Background: an optimization exercise with open tools, aiming at a short achievable clock period and few clock cycles. Do not read the settings as production practice.
RTL that was checked went through simulation tests only; none was proved equivalent to the original.
Only the layout flow was run in run 1; the RTL was not checked for function there.

==> flow/design.v, too long to show whole: its modules and the start of the top module <==
// module mul_tree: 946 lines
// module mul_final: 200 lines
// module pipeline_top: 276 lines
module pipeline_top (
    input clk, rstn,
    output reg halt_out,
    output [31:0] imem_addr,
    input [31:0] imem_rdata,
    output [31:0] dmem_addr,
    output [31:0] dmem_wdata,
    output [1:0] dmem_size,
    output dmem_we,
    input [31:0] dmem_rdata
);
  // ...
==> flow/flow/run.sh <==
#!/bin/bash
# The standard layout, with fast buffers (instead of the default pick, a delay
# cell) on the input and output ports. make's output goes to make.log here.
set -euo pipefail
bash standard.sh finish "BUFFER_PORTS_ARGS=-buffer_cell sky130_fd_sc_hd__buf_4" > make.log 2>&1
==> flow/standard.sh <==
#!/bin/bash
# synth_recipe.tcl (not shown) runs the flow's synth.tcl, then flattens the netlist and writes it again
# the make line also repeats each setting of config.mk as NAME=value (left out here)
make -C /OpenROAD-flow-scripts/flow DESIGN_CONFIG=/design/flow/config.mk WORK_HOME=/design/flow/orfs CLKGATE_MAP_FILE= SYNTH_SCRIPT=/design/flow/synth_recipe.tcl "${@:-finish}"
==> flow/config.mk <==
export PLATFORM = sky130hd
export DESIGN_NAME = pipeline_top
export DESIGN_NICKNAME = pipeline_top
export VERILOG_FILES = /design/flow/design.v
export SDC_FILE = /design/flow/constraint.sdc
export NUM_CORES = 4
export LEC_CHECK = 0
export CAP_MARGIN = 20
export CORE_MARGIN = 2
export CORE_UTILIZATION = 40
export SLEW_MARGIN = 20
==> flow/constraint.sdc <==
create_clock -name core_clock -period 30.0 [get_ports {clk}]
set_input_delay 6.0000 -clock core_clock [delete_from_list [all_inputs] [get_ports {clk}]]
set_output_delay 6.0000 -clock core_clock [all_outputs]
set_load 0.01 [all_outputs]
==> qor.yml, run 1 <==
outcome:
  status: "no timing/DRC/antenna violations"
cells_and_area:
  largestClassByArea: "multi-input gates"
  top_register: "rf"
  utilization_pct: 45.5
  multi_input_cells: 5344
grt:
  met1_usage_pct: 49.8
  grt_pass1_vias: 73100
  antenna_found_initial: 21
routing:
  wl_met3_mm: 75.6
  postRouteAntennaNets: 0
  wl_met2_mm: 166
  highest_layer: "met5"
  wl_met1_mm: 156
die:
  fp-row-count: 171
placed_design:
  io_buffers: 143
  dp_cells: 10700
  dpl-instance-area_sq_um: 93100
synthesis:
  yosys_warnings: 1
  synthMuxAreaShare_pct: 2.75
clock_network:
  cts_hold_buf: 0
  clk_path_buf_depth: 3
timing:
  slew_headroom_pct: 11.1
job:
  cap_viol_max_count: 0
worst_setup_path:
  endpoint: "pc_f[8]"
==> module pipeline_top, before the edit <==
module pipeline_top (
    input clk, rstn,
    output reg halt_out,
    output [31:0] imem_addr,
    input [31:0] imem_rdata,
    output [31:0] dmem_addr,
    output [31:0] dmem_wdata,
    output [1:0] dmem_size,
    output dmem_we,
    input [31:0] dmem_rdata
);
reg  [9:0]  pc_f;             
reg  [9:0]  ia_f;             
reg         v_d;
reg  [31:0] ir_d;
reg  [9:0]  pc_d;
reg         pt_d;             
reg  [31:1] sel1_d, sel2_d;   
reg         v_e, wr_e, ld_e, st_e, mul_e, halt_e;
reg  [4:0]  rd_e;
reg  [31:0] a_e, b_e, imm_e, res_d_e;
reg         fa_w_e, fb_w_e;   
reg         bimm_e;           
reg         early_e;          
reg         sub_e, sra_e;
reg         add_e;            
reg  [2:0]  f3_e;             
reg  [2:0]  mf3_e;            
reg         chk_e;            
reg         pred_e;           
reg  [9:0]  alt_e;            
reg         wr_m, ld_m, mul_m;
reg         we_m;             
reg  [4:0]  rd_m;
reg  [31:0] res_m;
reg  [31:0] da_m;             
reg  [31:0] sd_m;             
reg  [1:0]  ds_m;             
reg  [2:0]  f3_m;
reg  [127:0] rows_m;
reg         wr_w;
reg  [4:0]  rd_w;
reg  [31:0] res_w;
reg  [31:0] rf [1:31];
reg         stopped;          
integer r, k;
wire [31:0] wb_w = res_w;
always @(posedge clk) begin
    if (wr_w) rf[rd_w] <= wb_w;
end
wire [31:0] a_x = fa_w_e ? wb_w : a_e;
wire [31:0] b_x = fb_w_e ? wb_w : b_e;
wire [31:0] bo_x = bimm_e ? imm_e : b_x;
wire [31:0] q_x = sub_e ? ~bo_x : bo_x;     
wire [31:0] sum_x = a_x + q_x + {31'b0, sub_e};
wire        lt_x  = $signed(a_x) < $signed(bo_x);
wire        ltu_x = a_x < bo_x;
wire [31:0] sll_x = a_x << bo_x[4:0];
wire [31:0] srl_x = $signed({sra_e & a_x[31], a_x}) >>> bo_x[4:0];
reg  [31:0] alu_x;
always @(*) begin
    case (f3_e)
        3'd0: alu_x = sum_x;
        3'd1: alu_x = sll_x;
        3'd2: alu_x = {31'b0, lt_x};
        3'd3: alu_x = {31'b0, ltu_x};
        3'd4: alu_x = a_x ^ bo_x;
        3'd5: alu_x = srl_x;
        3'd6: alu_x = a_x | bo_x;
        default: alu_x = a_x & bo_x;
    endcase
end
wire [31:0] res_x = early_e ? res_d_e : alu_x;
wire eq_x   = a_x == b_x;
wire blt_x  = $signed(a_x) < $signed(b_x);
wire bltu_x = a_x < b_x;
wire cond_x = mf3_e[2] ? ((mf3_e[1] ? bltu_x : blt_x) ^ mf3_e[0]) : (eq_x ^ mf3_e[0]);
wire e_mis  = v_e & chk_e & (cond_x != pred_e);
wire [127:0] rows_x;
mul_tree MT (.a(a_x), .b(b_x), .rows(rows_x));
wire [6:0] op_d = ir_d[6:0];
wire [2:0] f3_d = ir_d[14:12];
wire [4:0] rs1_d = ir_d[19:15];
wire [4:0] rs2_d = ir_d[24:20];
wire [4:0] rd_d = ir_d[11:7];
wire is_op_d    = op_d == 7'b0110011;
wire is_opi_d   = op_d == 7'b0010011;
wire is_st_d    = op_d == 7'b0100011;
wire is_ld_d    = op_d == 7'b0000011;
wire is_br_d    = op_d == 7'b1100011;
wire is_jalr_d  = op_d == 7'b1100111;
wire is_jal_d   = op_d == 7'b1101111;
wire is_auipc_d = op_d == 7'b0010111;
wire is_lui_d   = op_d == 7'b0110111;
wire is_halt_d  = ~(is_op_d | is_opi_d | is_st_d | is_ld_d | is_br_d | is_jalr_d |
                    is_jal_d | is_auipc_d | is_lui_d);
wire is_mul_d   = is_op_d & ir_d[25];
wire use1_d = is_op_d | is_opi_d | is_st_d | is_ld_d | is_br_d | is_jalr_d;
wire use2_d = is_op_d | is_st_d | is_br_d;
wire wr_d   = (is_op_d | is_opi_d | is_ld_d | is_jalr_d | is_jal_d | is_auipc_d | is_lui_d) &
              (rd_d != 5'd0);
wire [31:0] immI = {{20{ir_d[31]}}, ir_d[31:20]};
wire [31:0] immS = {{20{ir_d[31]}}, ir_d[31:25], ir_d[11:7]};
wire [31:0] immU = {ir_d[31:12], 12'b0};
wire m_late = ld_m | mul_m;                 
wire e_slow = ~early_e;                     
wire m1_e = v_e & wr_e & (rd_e == rs1_d);
wire m2_e = v_e & wr_e & (rd_e == rs2_d);
wire m1_m = wr_m & (rd_m == rs1_d);
wire m2_m = wr_m & (rd_m == rs2_d);
wire m1_w = wr_w & (rd_w == rs1_d);
wire m2_w = wr_w & (rd_w == rs2_d);
reg  [31:0] rf1, rf2;
always @(*) begin
    rf1 = 32'b0;
    rf2 = 32'b0;
    for (r = 1; r < 32; r = r + 1) begin
        rf1 = rf1 | (rf[r] & {32{sel1_d[r]}});
        rf2 = rf2 | (rf[r] & {32{sel2_d[r]}});
    end
end
wire [31:0] f1_d = m1_e ? res_d_e : m1_m ? res_m : m1_w ? wb_w : rf1;
wire [31:0] f2_d = m2_e ? res_d_e : m2_m ? res_m : m2_w ? wb_w : rf2;
wire ok1_d = ~(m1_e & e_slow) & ~(~m1_e & m1_m & m_late);
wire ok2_d = ~(m2_e & e_slow) & ~(~m2_e & m2_m & m_late);
wire [31:0] a_d = (m1_e & e_slow) ? res_x : f1_d;
wire [31:0] b_d = (m2_e & e_slow) ? res_x : f2_d;
wire d_wait = (use1_d & m1_e & (ld_e | mul_e)) | (use2_d & m2_e & (ld_e | mul_e)) |
              (is_jalr_d & ~ok1_d);
wire eq_d  = f1_d == f2_d;
wire lt_d  = $signed(f1_d) < $signed(f2_d);
wire ltu_d = f1_d < f2_d;
wire cond_d = f3_d[2] ? ((f3_d[1] ? ltu_d : lt_d) ^ f3_d[0]) : (eq_d ^ f3_d[0]);
wire        s1_d = m1_e & e_slow & ~m2_e;    
wire        s2_d = m2_e & e_slow & ~m1_e;
wire [31:0] so_d = s1_d ? f2_d : f1_d;      
wire [31:0] sx_d = a_x ^ q_x ^ so_d;        
wire [31:0] sm_d = (a_x & q_x) | (a_x & sx_d) | (q_x & sx_d);
wire        seq_d = (sx_d[0] == sub_e) & (sx_d[31:1] == sm_d[30:0]);
wire        sok_d = (s1_d | s2_d) & add_e & ~f3_d[2];
wire rs_same_d = rs1_d == rs2_d;
wire br_fast_d = (ok1_d & ok2_d) | sok_d | rs_same_d;
wire br_cond_d = rs_same_d ? (f3_d[2] ? f3_d[0] : ~f3_d[0]) :
                 (ok1_d & ok2_d) ? cond_d : (seq_d ^ f3_d[0]);
wire br_pred_d = ir_d[31];                          
wire br_take_d = br_fast_d ? br_cond_d : br_pred_d;
wire [9:0] pc1_d   = pc_d + 10'd1;
wire [9:0] brtgt_d = pc_d + {ir_d[7], ir_d[30:25], ir_d[11:9]};
wire [9:0] jtgt_d  = pc_d + {ir_d[19:12], ir_d[20], ir_d[30:22]};
wire [11:0] jrsum_d = f1_d[11:0] + ir_d[31:20];
wire [9:0] jrtgt_d = jrsum_d[11:2];
wire take_d = is_jal_d | is_jalr_d | (is_br_d & br_take_d);
wire d_ok    = v_d & ~e_mis & ~stopped;
wire d_stall = v_d & ~stopped & d_wait;         
wire d_go    = d_ok & ~d_wait;                  
wire d_redir = d_go & (is_jalr_d | (take_d ^ pt_d));
wire d_halt  = d_go & is_halt_d;
wire d_end   = v_d & ~stopped & ~d_wait & is_halt_d;    
wire [6:0] op_f  = imem_rdata[6:0];
wire       jal_f = op_f == 7'b1101111;
wire       bb_f  = (op_f == 7'b1100011) & imem_rdata[31];
wire [9:0] jt_f  = pc_f + {imem_rdata[19:12], imem_rdata[20], imem_rdata[30:22]};
wire [9:0] bt_f  = pc_f + {imem_rdata[7], imem_rdata[30:25], imem_rdata[11:9]};
wire       pt_f  = jal_f | bb_f;
wire [31:0] prod_m;
mul_final MF (.rows(rows_m), .p(prod_m));
reg  [31:0] ld_val_m;
always @(*) begin
    case (f3_m[1:0])
        2'b00: begin
            case (res_m[1:0])
                2'd0: ld_val_m[7:0] = dmem_rdata[7:0];
                2'd1: ld_val_m[7:0] = dmem_rdata[15:8];
                2'd2: ld_val_m[7:0] = dmem_rdata[23:16];
                default: ld_val_m[7:0] = dmem_rdata[31:24];
            endcase
            ld_val_m[31:8] = {24{~f3_m[2] & ld_val_m[7]}};
        end
        2'b01: begin
            ld_val_m[15:0] = res_m[1] ? dmem_rdata[31:16] : dmem_rdata[15:0];
            ld_val_m[31:16] = {16{~f3_m[2] & ld_val_m[15]}};
        end
        default: ld_val_m = dmem_rdata;
    endcase
end
assign dmem_addr  = da_m;
assign dmem_wdata = sd_m;
assign dmem_size  = ds_m;
assign dmem_we    = we_m;
assign imem_addr  = {20'b0, ia_f, 2'b00};
wire       f_hold = d_stall | stopped | d_end;
wire [9:0] pc_seq = jal_f ? jt_f : bb_f ? bt_f : pc_f + 10'd1;
wire [9:0] br_t_nxt = pt_d ? pc_seq : brtgt_d;
wire [9:0] br_n_nxt = pt_d ? pc1_d : pc_seq;
wire [9:0] oth_nxt = (v_d & is_jalr_d) ? jrtgt_d : (v_d & is_jal_d & ~pt_d) ? jtgt_d : pc_seq;
wire [9:0] pc_nxt = e_mis ? alt_e : (v_d & is_br_d) ? (br_take_d ? br_t_nxt : br_n_nxt) : oth_nxt;
always @(posedge clk or negedge rstn) begin
    if (!rstn) begin
        pc_f <= 10'd0;
        ia_f <= 10'd0;
        v_d <= 1'b0;
        ir_d <= 32'b0;
        pc_d <= 10'd0;
        pt_d <= 1'b0;
        sel1_d <= 31'b0;
        sel2_d <= 31'b0;
        v_e <= 1'b0; wr_e <= 1'b0; ld_e <= 1'b0; st_e <= 1'b0; mul_e <= 1'b0;
        halt_e <= 1'b0; chk_e <= 1'b0;
        rd_e <= 5'd0;
        fa_w_e <= 1'b0; fb_w_e <= 1'b0;
        wr_m <= 1'b0; ld_m <= 1'b0; mul_m <= 1'b0; we_m <= 1'b0; rd_m <= 5'd0;
        wr_w <= 1'b0; rd_w <= 5'd0;
        stopped <= 1'b0;
        halt_out <= 1'b0;
    end else begin
        if (e_mis | ~f_hold) pc_f <= pc_nxt;
        if (e_mis | ~d_stall) ia_f <= pc_nxt;
        if (~f_hold) begin
            ir_d <= imem_rdata;
            pc_d <= pc_f;
            pt_d <= pt_f;
            for (r = 1; r < 32; r = r + 1) begin
                sel1_d[r] <= imem_rdata[19:15] == r;
                sel2_d[r] <= imem_rdata[24:20] == r;
            end
        end
        v_d <= e_mis ? 1'b0 : f_hold ? (v_d & ~stopped & ~d_end) : ~d_redir;
        if (d_halt) stopped <= 1'b1;
        v_e    <= d_go;
        wr_e   <= d_go & wr_d;
        ld_e   <= d_go & is_ld_d;
        st_e   <= d_go & is_st_d;
        mul_e  <= d_go & is_mul_d;
        halt_e <= d_go & is_halt_d;
        chk_e  <= d_go & is_br_d & ~br_fast_d;
        rd_e   <= rd_d;
        fa_w_e <= d_go & use1_d & ~m1_e & m1_m & m_late;
        fb_w_e <= d_go & use2_d & ~m2_e & m2_m & m_late;
        wr_m  <= v_e & wr_e;
        ld_m  <= v_e & ld_e;
        mul_m <= v_e & mul_e;
        we_m  <= v_e & st_e;
        rd_m  <= rd_e;
        wr_w <= wr_m;
        rd_w <= rd_m;
        halt_out <= halt_out | (v_e & halt_e) |
                    (d_halt & ~(v_e & st_e));
    end
end
always @(posedge clk) begin
    a_e <= a_d;
    b_e <= b_d;
    imm_e <= is_st_d ? immS : immI;
    res_d_e <= is_lui_d ? immU :
               is_auipc_d ? {ir_d[31:12], pc_d, 2'b00} :
               {19'b0, pc_d + 11'd1, 2'b00};
    early_e <= is_lui_d | is_auipc_d | is_jal_d | is_jalr_d;
    bimm_e <= ~is_op_d;
    sub_e <= is_op_d & ir_d[30] & (f3_d == 3'd0);
    add_e <= (is_op_d | is_opi_d) & (f3_d == 3'd0) & ~is_mul_d;
    sra_e <= ir_d[30];
    f3_e <= (is_ld_d | is_st_d) ? 3'd0 : f3_d;
    mf3_e <= f3_d;
    pred_e <= br_pred_d;
    alt_e <= br_pred_d ? pc1_d : brtgt_d;
    res_m <= res_x;
    if (v_e & (ld_e | st_e)) da_m <= res_x;
    if (v_e & st_e) begin
        sd_m <= b_x;
        ds_m <= mf3_e[1:0];
    end
    f3_m <= mf3_e;
    rows_m <= rows_x;
    res_w <= ld_m ? ld_val_m : mul_m ? prod_m : res_m;
end
endmodule
==> run 2, diff against run 1 <==
--- a/flow/design.v
+++ b/flow/design.v
@@ -1156,73 +1156,55 @@
     input [31:0] dmem_rdata
 );
-reg  [9:0]  pc_f;             
-reg  [9:0]  ia_f;             
+reg  [9:0]  pc_f;
 reg         v_d;
 reg  [31:0] ir_d;
 reg  [9:0]  pc_d;
-reg         pt_d;             
-reg  [31:1] sel1_d, sel2_d;   
-reg         v_e, wr_e, ld_e, st_e, mul_e, halt_e;
+reg         v_e, wr_e, ld_e, st_e, mul_e, br_e, halt_e;
 reg  [4:0]  rd_e;
 reg  [31:0] a_e, b_e, imm_e, res_d_e;
-reg         fa_w_e, fb_w_e;   
+reg         fa_m_e, fa_w_e, fb_m_e, fb_w_e;
 reg         bimm_e;           
-reg         early_e;          
+reg         use_res_d_e;      
 reg         sub_e, sra_e;
-reg         add_e;            
 reg  [2:0]  f3_e;             
-reg  [2:0]  mf3_e;            
+reg  [2:0]  bf3_e;            
 reg         chk_e;            
 reg         pred_e;           
 reg  [9:0]  alt_e;            
-reg         wr_m, ld_m, mul_m;
-reg         we_m;             
+reg         wr_m, ld_m, mul_m, we_m;
 reg  [4:0]  rd_m;
-reg  [31:0] res_m;
-reg  [31:0] da_m;             
-reg  [31:0] sd_m;             
-reg  [1:0]  ds_m;             
+reg  [31:0] res_m, sd_m;
 reg  [2:0]  f3_m;
 reg  [127:0] rows_m;
-reg         wr_w;
+reg         wr_w, ld_w;
 reg  [4:0]  rd_w;
-reg  [31:0] res_w;
+reg  [31:0] res_w, ld_raw_w;
+reg  [2:0]  f3_w;
+reg  [1:0]  al_w;
 reg  [31:0] rf [1:31];
 reg         stopped;          
-integer r, k;
-wire [31:0] wb_w = res_w;
-always @(posedge clk) begin
-    if (wr_w) rf[rd_w] <= wb_w;
-end
-wire [31:0] a_x = fa_w_e ? wb_w : a_e;
-wire [31:0] b_x = fb_w_e ? wb_w : b_e;
-wire [31:0] bo_x = bimm_e ? imm_e : b_x;
-wire [31:0] q_x = sub_e ? ~bo_x : bo_x;     
-wire [31:0] sum_x = a_x + q_x + {31'b0, sub_e};
-wire        lt_x  = $signed(a_x) < $signed(bo_x);
-wire        ltu_x = a_x < bo_x;
-wire [31:0] sll_x = a_x << bo_x[4:0];
-wire [31:0] srl_x = $signed({sra_e & a_x[31], a_x}) >>> bo_x[4:0];
-reg  [31:0] alu_x;
+reg  [31:0] ld_val_w;
 always @(*) begin
-    case (f3_e)
-        3'd0: alu_x = sum_x;
-        3'd1: alu_x = sll_x;
-        3'd2: alu_x = {31'b0, lt_x};
-        3'd3: alu_x = {31'b0, ltu_x};
-        3'd4: alu_x = a_x ^ bo_x;
-        3'd5: alu_x = srl_x;
-        3'd6: alu_x = a_x | bo_x;
-        default: alu_x = a_x & bo_x;
+    case (f3_w[1:0])
+        2'b00: begin
+            case (al_w)
+                2'd0: ld_val_w[7:0] = ld_raw_w[7:0];
+                2'd1: ld_val_w[7:0] = ld_raw_w[15:8];
+                2'd2: ld_val_w[7:0] = ld_raw_w[23:16];
+                default: ld_val_w[7:0] = ld_raw_w[31:24];
+            endcase
+            ld_val_w[31:8] = {24{~f3_w[2] & ld_val_w[7]}};
+        end
+        2'b01: begin
+            ld_val_w[15:0] = al_w[1] ? ld_raw_w[31:16] : ld_raw_w[15:0];
+            ld_val_w[31:16] = {16{~f3_w[2] & ld_val_w[15]}};
+        end
+        default: ld_val_w = ld_raw_w;
     endcase
 end
-wire [31:0] res_x = early_e ? res_d_e : alu_x;
-wire eq_x   = a_x == b_x;
-wire blt_x  = $signed(a_x) < $signed(b_x);
-wire bltu_x = a_x < b_x;
-wire cond_x = mf3_e[2] ? ((mf3_e[1] ? bltu_x : blt_x) ^ mf3_e[0]) : (eq_x ^ mf3_e[0]);
-wire e_mis  = v_e & chk_e & (cond_x != pred_e);
-wire [127:0] rows_x;
-mul_tree MT (.a(a_x), .b(b_x), .rows(rows_x));
+wire [31:0] wb_w = ld_w ? ld_val_w : res_w;
+always @(posedge clk) begin
+    if (wr_w) rf[rd_w] <= wb_w;
+end
 wire [6:0] op_d = ir_d[6:0];
 wire [2:0] f3_d = ir_d[14:12];
@@ -1249,127 +1231,105 @@
 wire [31:0] immS = {{20{ir_d[31]}}, ir_d[31:25], ir_d[11:7]};
 wire [31:0] immU = {ir_d[31:12], 12'b0};
-wire m_late = ld_m | mul_m;                 
-wire e_slow = ~early_e;                     
-wire m1_e = v_e & wr_e & (rd_e == rs1_d);
-wire m2_e = v_e & wr_e & (rd_e == rs2_d);
+wire e_wr_now = v_e & wr_e;
+wire m_late   = ld_m | mul_m;               
+wire m1_e = e_wr_now & (rd_e == rs1_d);
+wire m2_e = e_wr_now & (rd_e == rs2_d);
 wire m1_m = wr_m & (rd_m == rs1_d);
 wire m2_m = wr_m & (rd_m == rs2_d);
 wire m1_w = wr_w & (rd_w == rs1_d);
 wire m2_w = wr_w & (rd_w == rs2_d);
-reg  [31:0] rf1, rf2;
-always @(*) begin
-    rf1 = 32'b0;
-    rf2 = 32'b0;
-    for (r = 1; r < 32; r = r + 1) begin
-        rf1 = rf1 | (rf[r] & {32{sel1_d[r]}});
-        rf2 = rf2 | (rf[r] & {32{sel2_d[r]}});
-    end
-end
-wire [31:0] f1_d = m1_e ? res_d_e : m1_m ? res_m : m1_w ? wb_w : rf1;
-wire [31:0] f2_d = m2_e ? res_d_e : m2_m ? res_m : m2_w ? wb_w : rf2;
-wire ok1_d = ~(m1_e & e_slow) & ~(~m1_e & m1_m & m_late);
-wire ok2_d = ~(m2_e & e_slow) & ~(~m2_e & m2_m & m_late);
-wire [31:0] a_d = (m1_e & e_slow) ? res_x : f1_d;
-wire [31:0] b_d = (m2_e & e_slow) ? res_x : f2_d;
-wire d_wait = (use1_d & m1_e & (ld_e | mul_e)) | (use2_d & m2_e & (ld_e | mul_e)) |
-              (is_jalr_d & ~ok1_d);
-wire eq_d  = f1_d == f2_d;
-wire lt_d  = $signed(f1_d) < $signed(f2_d);
-wire ltu_d = f1_d < f2_d;
+wire [31:0] rf1 = (rs1_d == 5'd0) ? 32'b0 : rf[rs1_d];
+wire [31:0] rf2 = (rs2_d == 5'd0) ? 32'b0 : rf[rs2_d];
+wire [31:0] a_d = (m1_m & ~m_late) ? res_m : m1_w ? wb_w : rf1;
+wire [31:0] b_d = (m2_m & ~m_late) ? res_m : m2_w ? wb_w : rf2;
+wire rdy1_d = ~m1_e & ~(m1_m & m_late);
+wire rdy2_d = ~m2_e & ~(m2_m & m_late);
+wire lu_stall = v_e & wr_e & (ld_e | mul_e) & ((use1_d & m1_e) | (use2_d & m2_e));
+wire eq_d  = a_d == b_d;
+wire lt_d  = $signed(a_d) < $signed(b_d);
+wire ltu_d = a_d < b_d;
 wire cond_d = f3_d[2] ? ((f3_d[1] ? ltu_d : lt_d) ^ f3_d[0]) : (eq_d ^ f3_d[0]);
-wire        s1_d = m1_e & e_slow & ~m2_e;    
-wire        s2_d = m2_e & e_slow & ~m1_e;
-wire [31:0] so_d = s1_d ? f2_d : f1_d;      
-wire [31:0] sx_d = a_x ^ q_x ^ so_d;        
-wire [31:0] sm_d = (a_x & q_x) | (a_x & sx_d) | (q_x & sx_d);
-wire        seq_d = (sx_d[0] == sub_e) & (sx_d[31:1] == sm_d[30:0]);
-wire        sok_d = (s1_d | s2_d) & add_e & ~f3_d[2];
-wire rs_same_d = rs1_d == rs2_d;
-wire br_fast_d = (ok1_d & ok2_d) | sok_d | rs_same_d;
-wire br_cond_d = rs_same_d ? (f3_d[2] ? f3_d[0] : ~f3_d[0]) :
-                 (ok1_d & ok2_d) ? cond_d : (seq_d ^ f3_d[0]);
-wire br_pred_d = ir_d[31];                          
-wire br_take_d = br_fast_d ? br_cond_d : br_pred_d;
 wire [9:0] pc1_d   = pc_d + 10'd1;
 wire [9:0] brtgt_d = pc_d + {ir_d[7], ir_d[30:25], ir_d[11:9]};
 wire [9:0] jtgt_d  = pc_d + {ir_d[19:12], ir_d[20], ir_d[30:22]};
-wire [11:0] jrsum_d = f1_d[11:0] + ir_d[31:20];
+wire [11:0] jrsum_d = a_d[11:0] + ir_d[31:20];
 wire [9:0] jrtgt_d = jrsum_d[11:2];
-wire take_d = is_jal_d | is_jalr_d | (is_br_d & br_take_d);
-wire d_ok    = v_d & ~e_mis & ~stopped;
-wire d_stall = v_d & ~stopped & d_wait;         
-wire d_go    = d_ok & ~d_wait;                  
-wire d_redir = d_go & (is_jalr_d | (take_d ^ pt_d));
-wire d_halt  = d_go & is_halt_d;
-wire d_end   = v_d & ~stopped & ~d_wait & is_halt_d;    
-wire [6:0] op_f  = imem_rdata[6:0];
-wire       jal_f = op_f == 7'b1101111;
-wire       bb_f  = (op_f == 7'b1100011) & imem_rdata[31];
-wire [9:0] jt_f  = pc_f + {imem_rdata[19:12], imem_rdata[20], imem_rdata[30:22]};
-wire [9:0] bt_f  = pc_f + {imem_rdata[7], imem_rdata[30:25], imem_rdata[11:9]};
-wire       pt_f  = jal_f | bb_f;
-wire [31:0] prod_m;
-mul_final MF (.rows(rows_m), .p(prod_m));
-reg  [31:0] ld_val_m;
+wire br_rdy_d  = rdy1_d & rdy2_d;
+wire br_pred_d = ir_d[31];                          
+wire br_take_d = br_rdy_d ? cond_d : br_pred_d;
+wire jr_wait_d = is_jalr_d & ~rdy1_d;
+wire e_mis;
+wire d_ok      = v_d & ~e_mis & ~stopped;
+wire d_stall   = d_ok & (lu_stall | jr_wait_d);
+wire d_go      = d_ok & ~d_stall;              
+wire d_redir   = d_go & ((is_br_d & br_take_d) | is_jal_d | is_jalr_d);
+wire [9:0] d_tgt = is_jalr_d ? jrtgt_d : is_jal_d ? jtgt_d : brtgt_d;
+wire d_halt    = d_go & is_halt_d;
+wire [31:0] a_x = fa_m_e ? res_m : fa_w_e ? wb_w : a_e;
+wire [31:0] b_x = fb_m_e ? res_m : fb_w_e ? wb_w : b_e;
+wire [31:0] bo_x = bimm_e ? imm_e : b_x;
+wire [31:0] sum_x = a_x + (sub_e ? ~bo_x : bo_x) + {31'b0, sub_e};
+wire        lt_x  = $signed(a_x) < $signed(bo_x);
+wire        ltu_x = a_x < bo_x;
+wire [31:0] sll_x = a_x << bo_x[4:0];
+wire [31:0] srl_x = $signed({sra_e & a_x[31], a_x}) >>> bo_x[4:0];
+reg  [31:0] alu_x;
 always @(*) begin
-    case (f3_m[1:0])
-        2'b00: begin
-            case (res_m[1:0])
-                2'd0: ld_val_m[7:0] = dmem_rdata[7:0];
-                2'd1: ld_val_m[7:0] = dmem_rdata[15:8];
-                2'd2: ld_val_m[7:0] = dmem_rdata[23:16];
-                default: ld_val_m[7:0] = dmem_rdata[31:24];
-            endcase
-            ld_val_m[31:8] = {24{~f3_m[2] & ld_val_m[7]}};
-        end
-        2'b01: begin
-            ld_val_m[15:0] = res_m[1] ? dmem_rdata[31:16] : dmem_rdata[15:0];
-            ld_val_m[31:16] = {16{~f3_m[2] & ld_val_m[15]}};
-        end
-        default: ld_val_m = dmem_rdata;
+    case (f3_e)
+        3'd0: alu_x = sum_x;
+        3'd1: alu_x = sll_x;
+        3'd2: alu_x = {31'b0, lt_x};
+        3'd3: alu_x = {31'b0, ltu_x};
+        3'd4: alu_x = a_x ^ bo_x;
+        3'd5: alu_x = srl_x;
+        3'd6: alu_x = a_x | bo_x;
+        default: alu_x = a_x & bo_x;
     endcase
 end
-assign dmem_addr  = da_m;
+wire [31:0] res_x = use_res_d_e ? res_d_e : alu_x;
+wire eq_x  = a_x == b_x;
+wire blt_x = $signed(a_x) < $signed(b_x);
+wire bltu_x = a_x < b_x;
+wire cond_x = bf3_e[2] ? ((bf3_e[1] ? bltu_x : blt_x) ^ bf3_e[0]) : (eq_x ^ bf3_e[0]);
+assign e_mis = v_e & chk_e & (cond_x != pred_e);
+wire [127:0] rows_x;
+mul_tree MT (.a(a_x), .b(b_x), .rows(rows_x));
+wire [31:0] prod_m;
+mul_final MF (.rows(rows_m), .p(prod_m));
+assign dmem_addr  = res_m;
 assign dmem_wdata = sd_m;
-assign dmem_size  = ds_m;
+assign dmem_size  = f3_m[1:0];
 assign dmem_we    = we_m;
-assign imem_addr  = {20'b0, ia_f, 2'b00};
-wire       f_hold = d_stall | stopped | d_end;
-wire [9:0] pc_seq = jal_f ? jt_f : bb_f ? bt_f : pc_f + 10'd1;
-wire [9:0] br_t_nxt = pt_d ? pc_seq : brtgt_d;
-wire [9:0] br_n_nxt = pt_d ? pc1_d : pc_seq;
-wire [9:0] oth_nxt = (v_d & is_jalr_d) ? jrtgt_d : (v_d & is_jal_d & ~pt_d) ? jtgt_d : pc_seq;
-wire [9:0] pc_nxt = e_mis ? alt_e : (v_d & is_br_d) ? (br_take_d ? br_t_nxt : br_n_nxt) : oth_nxt;
+assign imem_addr  = {20'b0, pc_f, 2'b00};
 always @(posedge clk or negedge rstn) begin
     if (!rstn) begin
         pc_f <= 10'd0;
-        ia_f <= 10'd0;
         v_d <= 1'b0;
         ir_d <= 32'b0;
         pc_d <= 10'd0;
-        pt_d <= 1'b0;
-        sel1_d <= 31'b0;
-        sel2_d <= 31'b0;
         v_e <= 1'b0; wr_e <= 1'b0; ld_e <= 1'b0; st_e <= 1'b0; mul_e <= 1'b0;
-        halt_e <= 1'b0; chk_e <= 1'b0;
+        br_e <= 1'b0; halt_e <= 1'b0; chk_e <= 1'b0; pred_e <= 1'b0;
         rd_e <= 5'd0;
-        fa_w_e <= 1'b0; fb_w_e <= 1'b0;
+        fa_m_e <= 1'b0; fa_w_e <= 1'b0; fb_m_e <= 1'b0; fb_w_e <= 1'b0;
         wr_m <= 1'b0; ld_m <= 1'b0; mul_m <= 1'b0; we_m <= 1'b0; rd_m <= 5'd0;
-        wr_w <= 1'b0; rd_w <= 5'd0;
+        wr_w <= 1'b0; ld_w <= 1'b0; rd_w <= 5'd0;
         stopped <= 1'b0;
         halt_out <= 1'b0;
     end else begin
-        if (e_mis | ~f_hold) pc_f <= pc_nxt;
-        if (e_mis | ~d_stall) ia_f <= pc_nxt;
-        if (~f_hold) begin
+        if (e_mis) begin
+            pc_f <= alt_e;
+            v_d <= 1'b0;
+        end else if (stopped | d_halt) begin
+            v_d <= 1'b0;
+        end else if (d_stall) begin
+        end else if (d_redir) begin
+            pc_f <= d_tgt;
+            v_d <= 1'b0;
+        end else begin
+            pc_f <= pc_f + 10'd1;
             ir_d <= imem_rdata;
             pc_d <= pc_f;
-            pt_d <= pt_f;
-            for (r = 1; r < 32; r = r + 1) begin
-                sel1_d[r] <= imem_rdata[19:15] == r;
-                sel2_d[r] <= imem_rdata[24:20] == r;
-            end
+            v_d <= 1'b1;
         end
-        v_d <= e_mis ? 1'b0 : f_hold ? (v_d & ~stopped & ~d_end) : ~d_redir;
         if (d_halt) stopped <= 1'b1;
         v_e    <= d_go;
@@ -1378,8 +1338,12 @@
         st_e   <= d_go & is_st_d;
         mul_e  <= d_go & is_mul_d;
+        br_e   <= d_go & is_br_d;
         halt_e <= d_go & is_halt_d;
-        chk_e  <= d_go & is_br_d & ~br_fast_d;
+        chk_e  <= d_go & is_br_d & ~br_rdy_d;
+        pred_e <= br_pred_d;
         rd_e   <= rd_d;
+        fa_m_e <= d_go & use1_d & m1_e;
         fa_w_e <= d_go & use1_d & ~m1_e & m1_m & m_late;
+        fb_m_e <= d_go & use2_d & m2_e;
         fb_w_e <= d_go & use2_d & ~m2_e & m2_m & m_late;
         wr_m  <= v_e & wr_e;
@@ -1389,4 +1353,5 @@
         rd_m  <= rd_e;
         wr_w <= wr_m;
+        ld_w <= ld_m;
         rd_w <= rd_m;
         halt_out <= halt_out | (v_e & halt_e) |
@@ -1400,23 +1365,20 @@
     res_d_e <= is_lui_d ? immU :
                is_auipc_d ? {ir_d[31:12], pc_d, 2'b00} :
-               {19'b0, pc_d + 11'd1, 2'b00};
-    early_e <= is_lui_d | is_auipc_d | is_jal_d | is_jalr_d;
-    bimm_e <= ~is_op_d;
+               {20'b0, pc1_d, 2'b00};
+    use_res_d_e <= is_lui_d | is_auipc_d | is_jal_d | is_jalr_d;
+    bimm_e <= ~(is_op_d | is_br_d);
     sub_e <= is_op_d & ir_d[30] & (f3_d == 3'd0);
-    add_e <= (is_op_d | is_opi_d) & (f3_d == 3'd0) & ~is_mul_d;
     sra_e <= ir_d[30];
     f3_e <= (is_ld_d | is_st_d) ? 3'd0 : f3_d;
-    mf3_e <= f3_d;
-    pred_e <= br_pred_d;
+    bf3_e <= f3_d;
     alt_e <= br_pred_d ? pc1_d : brtgt_d;
     res_m <= res_x;
-    if (v_e & (ld_e | st_e)) da_m <= res_x;
-    if (v_e & st_e) begin
-        sd_m <= b_x;
-        ds_m <= mf3_e[1:0];
-    end
-    f3_m <= mf3_e;
+    sd_m <= b_x;
+    f3_m <= bf3_e;
     rows_m <= rows_x;
-    res_w <= ld_m ? ld_val_m : mul_m ? prod_m : res_m;
+    res_w <= mul_m ? prod_m : res_m;
+    ld_raw_w <= dmem_rdata;
+    f3_w <= f3_m;
+    al_w <= res_m[1:0];
 end
 endmodule
==> flow/run.sh (new file) <==
#!/bin/bash
# synth_recipe.tcl (not shown) runs the flow's synth.tcl, then flattens the netlist and writes it again
# the make line also repeats each setting of config.mk as NAME=value (left out here)
make -C /OpenROAD-flow-scripts/flow DESIGN_CONFIG=/design/flow/config.mk WORK_HOME=/design/flow/orfs CLKGATE_MAP_FILE= SYNTH_SCRIPT=/design/flow/synth_recipe.tcl finish
removed: flow/flow/run.sh
removed: flow/standard.sh
==> qor.yml, run 2 <==
outcome:
  status: "no timing/DRC/antenna violations"
synthesis:
  synthTopCellsByCount: "edfxtp_1, nor2_1, inv_1"
  synth_compound_area_share_pct: 9.94
  synth-seq-area-share_pct: 45.2
  synth_top_area_share_pct: 33.9
  synth_cells: 7273
  synthSimpleGateAreaFrac_pct: 8.03
  syn-cell-area_sq_um: 87800
  avgSynthCellArea_sq_um: 12.1
  synth_top_family_by_area: "multiplexers"
  yosysMostFrequentCell: "edfxtp_1"
  synthXorXnorAreaFrac_pct: 2.03
  async_reset_ff_share_pct: 6.02
  yosys.area.top_type: "edfxtp_1"
  synth.area.top_cells: "edfxtp_1, mux4_2, fa_1, dfxtp_1, ha_1"
  synth-edff-count: 992
  yosys.area_share.adder_pct: 13.5
  synth_seq_cells: 1463
  ys.flop_type: "edfxtp_1"
  ys_types: 99
  yosys_warnings: 1  # unchanged
  synthMuxAreaShare_pct: 16.5  # +14 points
routing:
  totalWireLength_mm: 337
  vias: 64600
  dr.pass1.iters: 6
  wire_per_inst_microns: 32.6
  viasPerCell: 6.26
  postRouteAntennaNets: 0  # unchanged
  drc_errors: 0
  drtIter0Drc: 8102
timing:
  hold_viol: 0
  setup_violations: 0
  tightest_slew_ns: 1.19
  fmax_mhz: 108
  tns_ns: 0
  finalCritPeriodShare_pct: 30.9
  slew_headroom_pct: 20.8  # +9.7 points
  layout_min_cycle_time_ns: 9.26
  finalClockSkew_ns: 0.0591
  rsz0062_at_grt: "no"
  hold_slack_ns: 0.351
  maxSlewViolCount: 0
job:
  cap_viol_max_count: 0  # unchanged
cells_and_area:
  fillers: 19500
  largestRegisters: "rf (992), rows_m (122)"
  final_area_sq_um: 98500
  most-common-layout-cells: "edfxtp_1, nor2_1, inv_1"
  drive_above_1_share_pct: 16.1
  final_cell_count_no_fill: 10300
  layout_commonest_cell: "edfxtp_1"
  largest_reg_flops: 992
  fin_nets: 8098
  syn2layout_area_growth_pct: 12.3
  top_register: "rf"
die:
  io_pins: 166
  fp.coreArea_sq_um: 218000
  die_h_microns: 472
  fp-row-count: 171  # unchanged
  dieArea_sq_um: 223000
  start_util_pct: 40.3
  die_w_microns: 472
placed_design:
  dp_cells: 10000  # -6.2%
  hpwl_mm: 224
  gp_congestion: 1.03
  io_buffers: 143  # unchanged
  dpl-instance-area_sq_um: 93100  # about the same
worst_setup_path:
  critPathMaxFanout: 39
  cp.arrival_ns: 9.95
  cp-start-kind: "flip-flop"
  crit_start: "ir_d[15]"
  endpoint_kind: "flip-flop"
  worstSetupPathType: "flip-flop to flip-flop"
  reg2reg_from: "ir_d[15]"
  crit_required_ns: 30.69
clock_network:
  clock_sinks: 1463
  cts_root_buf: "clkbuf_16"
  clk_path_buf_depth: 3  # unchanged
  cts_tree: "done"
  clock_latency_ns: 0.86
  ctsResizeCount: 0
  htree_levels: 4
  cts_setup_buffers: 0
  cts_buffers: 163
  cts_hold_buf: 0  # unchanged
  clk_pin_slew_worst_paths_ns: 0.06
grt:
  grt_pass1_vias: 64500  # -12%
  antenna_found_initial: 12  # -43%
  grt.overflow.total: 0
  grt_pass1_wl_mm: 476
  grt_max_degree: 99
  grt.total_usage_pct: 29.8
min_path:
  worstHoldPathType: "flip-flop to flip-flop"
  min-delay-start: "f3_m[1]"
-- run 2: cell count changes after synthesis, moves of 87 or more --
cell / previous run / this run
mux2i_1: 193 / 302
mux4_2: 0 / 429
a22o_1: 277 / 40
nand2_1: 567 / 428
a221oi_1: 280 / 75
a22oi_1: 373 / 21
nand4_1: 156 / 27
clkbuf_1: 403 / 316
-- run 2: metrics by stage --
| stage | setup slack, ns | utilization (%) |
|---|---|---|
| 2_1_floorplan | 23.42 | - |
| 3_3_place_gp | 20.74 | 42.8 |
| 3_5_place_dp | 20.69 | 42.8 |
| 4_1_cts | 20.65 | 45.3 |
| 5_1_grt | 20.26 | 45.3 |
| 6_report | 20.74 | 45.3 |
-- run 2: final cells by class --
| class | instances | area (sq um) | share of cell area, % |
|---|---|---|---|
| Timing Repair Buffer | 379 | 3240 | 3.29 |
| Antenna cell | 7 | 17.5 | 0.0178 |
| Multi-Input combinational cell | 4789 | 44600 | 45.3 |
| Clock inverter | 95 | 1050 | 1.07 |
| Tap cell | 2854 | 3570 | 3.62 |
| Clock buffer | 201 | 4350 | 4.41 |
| Inverter | 536 | 2010 | 2.04 |
| Sequential cell | 1463 | 39700 | 40.3 |
-- run 2: worst paths after layout --
path                            end  slack (ns)  cells past startpoint
max in group asynchronous  ir_d[15]       23.64                      2
min in group asynchronous   pc_d[8]        5.06                      1
min                         f3_w[1]        0.35                      0
max                         pc_d[4]       20.74                     24
max reg2reg                 pc_d[4]       20.74                     24
min reg2reg                 f3_w[1]        0.35                      0
-- run 2: metal layers --
metal | part of all wire [%] | track usage (%) | up-vias
li1 | - | - | 26600
met1 | 37 | 37.6 | 33000
met2 | 46 | 46.6 | 4029
met3 | 9.9 | 6.55 | 996
met4 | 7.3 | 18.4 | 10
met5 | 0.020 | 0 | -
-- run 2: logic make-up after synthesis --
logic type / Yosys count
DFF: 1463
other: 1
AOI/OAI and AO/OA: 1348
buffers and inverters: 1042
xor gates and xnor gates: 200
and+or+nand+nor: 1629
muxes: 890
adders and majority gates: 700
-- run 2: critical path: stages (launching register included) --
cell and delay [ns]:
dfrtp_4 0.76, buf_4 0.59, buf_4 0.77, buf_4 0.69
buf_4 0.54, mux4_2 0.56, a21oi_1 0.16, a31oi_1 0.09
nor2_1 0.15, nor3_1 0.10, a21oi_1 0.25, o21ai_0 0.17
ha_1 0.36, and4_1 0.26, nand4bb_1 0.17, or4_1 0.58
a211o_1 0.26, nor4bb_1 0.15, a211o_1 0.43, mux2_4 0.38
nor3_4 0.23, nor3_2 0.17, nor2_4 0.45, buf_4 0.40
mux2_1 0.37
Testbench counts of run 2, summed over its fixed seeds: cycles 45,736.

==> static timing again, ports no longer ideal <==
The results above use ideal ports. As a check the final layouts listed here were re-extracted and re-timed, cells and wires unchanged. Step 1 (the two cells are an assumption about what drives the block):
set clk [get_ports {clk}]
set_driving_cell -lib_cell sky130_fd_sc_hd__clkbuf_16 $clk
set_driving_cell -lib_cell sky130_fd_sc_hd__buf_2 [delete_from_list [all_inputs] $clk]
Step 2 also shifts input and output timing later by t, the mid clock arrival at the registers, as if the neighbouring blocks saw the same clock. a / b / c = ideal / step 1 / step 2; a / b = the first two.
run | t (ns) | setup slack, ns | worst data-port slew with drivers (ns)
run 1 | 0.934 | 21.362 / 21.392 / 20.500 | 0.07
run 2 | 0.931 | 20.739 / 20.739 / 20.739 | 0.10
After both steps every run listed still meets setup and hold. The setup slack of run 1, which loses most, moves by +0.030 ns with the drivers and by -0.862 ns with both steps.
